Background: an optimization exercise with open tools, aiming at small area and a short achievable clock period. Do not read the settings as production practice. RTL that was checked went through simulation tests only; none was proved equivalent to the original. Power and IR drop assume default switching activity.

Setup of R:
==> flow/design.v <==
module lzc54(input [53:0] x, output [5:0] n);
    wire [63:0] v = {x, 10'h3ff};    
    wire [31:0] z1;        
    wire [31:0] c1;        
    genvar i;
    generate
        for (i = 0; i < 32; i = i + 1) begin : l1
            assign z1[i] = ~(v[2*i+1] | v[2*i]);
            assign c1[i] = ~v[2*i+1];
        end
    endgenerate
    wire [15:0] z2; wire [31:0] c2;
    generate
        for (i = 0; i < 16; i = i + 1) begin : l2
            assign z2[i] = z1[2*i+1] & z1[2*i];
            assign c2[2*i+1:2*i] = z1[2*i+1] ? {1'b1, c1[2*i]} : {1'b0, c1[2*i+1]};
        end
    endgenerate
    wire [7:0] z3; wire [23:0] c3;
    generate
        for (i = 0; i < 8; i = i + 1) begin : l3
            assign z3[i] = z2[2*i+1] & z2[2*i];
            assign c3[3*i+2:3*i] = z2[2*i+1] ? {1'b1, c2[4*i+1:4*i]} : {1'b0, c2[4*i+3:4*i+2]};
        end
    endgenerate
    wire [3:0] z4; wire [15:0] c4;
    generate
        for (i = 0; i < 4; i = i + 1) begin : l4
            assign z4[i] = z3[2*i+1] & z3[2*i];
            assign c4[4*i+3:4*i] = z3[2*i+1] ? {1'b1, c3[6*i+2:6*i]} : {1'b0, c3[6*i+5:6*i+3]};
        end
    endgenerate
    wire [1:0] z5; wire [9:0] c5;
    generate
        for (i = 0; i < 2; i = i + 1) begin : l5
            assign z5[i] = z4[2*i+1] & z4[2*i];
            assign c5[5*i+4:5*i] = z4[2*i+1] ? {1'b1, c4[8*i+3:8*i]} : {1'b0, c4[8*i+7:8*i+4]};
        end
    endgenerate
    assign n = z5[1] ? {1'b1, c5[4:0]} : {1'b0, c5[9:5]};
endmodule
module pfx_add #(parameter N = 54, parameter KIND = 0) (input [N-1:0] x, input [N-1:0] y, input cin, output [N-1:0] s);
    localparam L = $clog2(N);
    wire [N-1:0] g0 = x & y;
    wire [N-1:0] p0 = x ^ y;
    wire [N-1:0] G [0:L];
    wire [N-1:0] P [0:L];
    assign G[0] = {g0[N-1:1], g0[0] | (p0[0] & cin)};
    assign P[0] = p0;
    genvar l, i;
    generate
        if (KIND == 0) begin : sk   
            for (l = 0; l < L; l = l + 1) begin : lv
                for (i = 0; i < N; i = i + 1) begin : b
                    if ((i >> l) & 1) begin
                        localparam integer j = ((i >> l) << l) - 1;
                        assign G[l+1][i] = G[l][i] | (P[l][i] & G[l][j]);
                        assign P[l+1][i] = P[l][i] & P[l][j];
                    end else begin
                        assign G[l+1][i] = G[l][i];
                        assign P[l+1][i] = P[l][i];
                    end
                end
            end
        end else begin : ks   
            for (l = 0; l < L; l = l + 1) begin : lv
                for (i = 0; i < N; i = i + 1) begin : b
                    if (i >= (1 << l)) begin
                        assign G[l+1][i] = G[l][i] | (P[l][i] & G[l][i - (1 << l)]);
                        assign P[l+1][i] = P[l][i] & P[l][i - (1 << l)];
                    end else begin
                        assign G[l+1][i] = G[l][i];
                        assign P[l+1][i] = P[l][i];
                    end
                end
            end
        end
    endgenerate
    wire [N-1:0] c = {G[L][N-2:0], cin};
    assign s = p0 ^ c;
endmodule
module sigadd(input [53:0] x, input [53:0] y, input cin, output [53:0] sum);
    pfx_add #(.N(54), .KIND(0)) u_pfx(.x(x), .y(y), .cin(cin), .s(sum));
endmodule
module magcmp52(input [51:0] a, input [51:0] b, output gt);
    wire [63:0] g0 = {12'd0, b & ~a};
    wire [63:0] e0 = {12'hfff, ~(a ^ b)};
    wire [31:0] g1, e1;
    wire [15:0] g2, e2;
    wire [7:0]  g3, e3;
    wire [3:0]  g4, e4;
    wire [1:0]  g5, e5;
    genvar i;
    generate
        for (i = 0; i < 32; i = i + 1) begin : l1
            assign g1[i] = g0[2*i+1] | (e0[2*i+1] & g0[2*i]);
            assign e1[i] = e0[2*i+1] & e0[2*i];
        end
        for (i = 0; i < 16; i = i + 1) begin : l2
            assign g2[i] = g1[2*i+1] | (e1[2*i+1] & g1[2*i]);
            assign e2[i] = e1[2*i+1] & e1[2*i];
        end
        for (i = 0; i < 8; i = i + 1) begin : l3
            assign g3[i] = g2[2*i+1] | (e2[2*i+1] & g2[2*i]);
            assign e3[i] = e2[2*i+1] & e2[2*i];
        end
        for (i = 0; i < 4; i = i + 1) begin : l4
            assign g4[i] = g3[2*i+1] | (e3[2*i+1] & g3[2*i]);
            assign e4[i] = e3[2*i+1] & e3[2*i];
        end
        for (i = 0; i < 2; i = i + 1) begin : l5
            assign g5[i] = g4[2*i+1] | (e4[2*i+1] & g4[2*i]);
            assign e5[i] = e4[2*i+1] & e4[2*i];
        end
    endgenerate
    assign gt = g5[1] | (e5[1] & g5[0]);
endmodule
module dfa_pre(
    input  [63:0] a, input [63:0] b,
    output        s1,         
    output [10:0] ex,         
    output [51:0] mx,         
    output [52:0] ty,         
    output [5:0]  dsh,        
    output        big,        
    output        sub,        
    output        invx,       
    output        invy,       
    output        lzero       
);
    wire [10:0] ea = a[62:52], eb = b[62:52];
    wire [11:0] dab, dba;
    pfx_add #(.N(12), .KIND(0)) u_dab(.x({1'b0, ea}), .y({1'b1, ~eb}), .cin(1'b1), .s(dab));
    pfx_add #(.N(12), .KIND(0)) u_dba(.x({1'b0, eb}), .y({1'b1, ~ea}), .cin(1'b1), .s(dba));
    wire        swe = dab[11];                  
    wire [10:0] d   = swe ? dba[10:0] : dab[10:0];
    wire        mgt;                            
    magcmp52 u_cmp(.a(a[51:0]), .b(b[51:0]), .gt(mgt));
    wire        tie = (ea == eb) & mgt;         
    wire        az = ~|a[62:0], bz = ~|b[62:0];
    assign s1   = (swe | tie | (az & bz)) ? b[63] : a[63];
    assign ex   = swe ? eb : ea;
    assign mx   = swe ? b[51:0] : a[51:0];
    assign ty   = swe ? {|ea, a[51:0]} : {|eb, b[51:0]};
    assign dsh  = d[5:0];
    assign big  = |d[10:6];
    assign sub  = a[63] ^ b[63];
    assign invx = sub & tie;
    assign invy = sub & ~tie;
    assign lzero = az | bz;
endmodule
module dfa_post(
    input         s1, input [10:0] ex, input [51:0] mx, input [52:0] ty,
    input  [5:0]  dsh, input big, input sub, input invx, input invy, input lzero,
    output [63:0] r
);
    wire        inf = &ex;                      
    wire [52:0] tx = {|ex, mx};
    wire [52:0] t3 = ty >> (dsh | {6{big}});     
    wire [53:0] sum;
    sigadd u_add(.x({invx, tx ^ {53{invx}}}), .y({invy, t3 ^ {53{invy}}}), .cin(sub), .sum(sum));
    wire [5:0]  sh;
    lzc54 u_lzc(.x({sum[53], sum[52] | lzero, sum[51:0]}), .n(sh));
    wire        zres = sh[5] & sh[4] & sh[2] & sh[1];    
    wire [53:0] nrm = sum << sh;
    wire [10:0] e1p = ex + 11'd1;
    wire [4:0]  eh1 = e1p[10:6] - 5'd1;
    wire [6:0]  el  = {1'b0, e1p[5:0]} - {1'b0, sh};
    wire [10:0] e   = {el[6] ? eh1 : e1p[10:6], el[5:0]};
    assign r[63]    = ~inf & ~zres & s1;
    assign r[62:52] = inf ? 11'h7ff : (zres ? 11'd0 : e);
    assign r[51:0]  = {52{inf}} | nrm[52:1];
endmodule
module fp64_add(input clk, input [63:0] a, input [63:0] b, output reg [63:0] s);
    wire        s1_d, big_d, sub_d, invx_d, invy_d, lzero_d;
    wire [10:0] ex_d;
    wire [51:0] mx_d;
    wire [52:0] ty_d;
    wire [5:0]  dsh_d;
    reg         s1_q, big_q, sub_q, invx_q, invy_q, lzero_q;
    reg  [10:0] ex_q;
    reg  [51:0] mx_q;
    reg  [52:0] ty_q;
    reg  [5:0]  dsh_q;
    wire [63:0] r;
    dfa_pre  u_pre(.a(a), .b(b), .s1(s1_d), .ex(ex_d), .mx(mx_d), .ty(ty_d), .dsh(dsh_d), .big(big_d),
                   .sub(sub_d), .invx(invx_d), .invy(invy_d), .lzero(lzero_d));
    dfa_post u_post(.s1(s1_q), .ex(ex_q), .mx(mx_q), .ty(ty_q), .dsh(dsh_q), .big(big_q), .sub(sub_q),
                    .invx(invx_q), .invy(invy_q), .lzero(lzero_q), .r(r));
    always @(posedge clk) begin
        s1_q    <= s1_d;
        ex_q    <= ex_d;
        mx_q    <= mx_d;
        ty_q    <= ty_d;
        dsh_q   <= dsh_d;
        big_q   <= big_d;
        sub_q   <= sub_d;
        invx_q  <= invx_d;
        invy_q  <= invy_d;
        lzero_q <= lzero_d;
        s       <= r;
    end
endmodule
clock: 30.0 ns
lec_check: 0
cap_margin: 20
core_margin: 2
core_utilization: 25
slew_margin: 20
standard.sh (not shown) runs the stock make flow with config.mk's settings and CLKGATE_MAP_FILE= SYNTH_SCRIPT=/design/flow/synth_recipe.tcl, a recipe that flattens the netlist after the stock synthesis.
==> flow/flow/run.sh <==
#!/bin/bash
# Layout flow: the standard flow with an area-oriented ABC mapping script
# (flow/abc.script replaces ORFS's abc_speed.script; registers unchanged),
# plain buffers on the ports, a denser floorplan, and timing repair that
# aims for setup slack of 21.5 ns at the design's clock.
set -euo pipefail
cp -r "$FLOW_HOME/scripts" scripts_mod
cp flow/abc.script scripts_mod/abc_speed.script
bash standard.sh SCRIPTS_DIR="$PWD/scripts_mod" \
  "BUFFER_PORTS_ARGS=-buffer_cell sky130_fd_sc_hd__buf_1" \
  CORE_UTILIZATION=45 SETUP_SLACK_MARGIN=21.5 CTS_BUF_LIST=sky130_fd_sc_hd__clkbuf_8 ADDER_MAP_FILE= finish > standard.log 2>&1
==> flow/flow/abc.script <==
strash
dch
map -a
topo
stime -c
The following lists how T was set up differently from R:
--- a/flow/design.v
+++ b/flow/design.v
@@ -41,5 +41,5 @@
 endmodule
 module pfx_add #(parameter N = 54, parameter KIND = 0) (input [N-1:0] x, input [N-1:0] y, input cin, output [N-1:0] s);
-    localparam L = $clog2(N);
+    localparam L = (N > 32) ? 6 : (N > 16) ? 5 : (N > 8) ? 4 : 3;   
     wire [N-1:0] g0 = x & y;
     wire [N-1:0] p0 = x ^ y;
==> comparison <==
- T vs. R: post-CTS resize count comparable; first-pass detailed-route iteration total was more or less identical; number of buffers other than clock buffers in the final layout flat; clock network area share held.
- Status: longest individual stage delay on the worst path parity (R, T)
- Diff R..T | post-layout worst setup margin | negligible
- Comparing R against T, there is no change at all in via count of the routed design.
- Total nets after synthesis: T vs R identical
- Delta (T minus R): fraction of power spent switching nets was more or less identical, average vias per placed instance was more or less identical, die boundary height was more or less identical, post-route total power was more or less identical.
- From T to R, hold slack did not move at all.
The RTL of R was laid out without a check of its function.

## re-timing with driven ports
The flow's constraints put no driver on any port. The routed layouts listed below were extracted and timed again, unchanged, in two steps.
Step 1: set_driving_cell puts a clkbuf_16 on clk and a buf_2 on each other input, an assumption about the parent block.
Step 2 moves the port delays by t, midway between the first and last clock arrival at a register: inputs arrive t later, outputs are due t later. That takes back most of the time a late clock gives input paths.
a / b / c = no drivers / after step 1 / after step 2; a / b = the first two.
run	t (ns)	slack for setup (ns)	worst setup path at the end
R	0.562	21.501 / 21.529 / 20.967	input to register
T	0.562	21.501 / 21.529 / 20.967	input to register
After both steps every run listed still meets setup and hold.
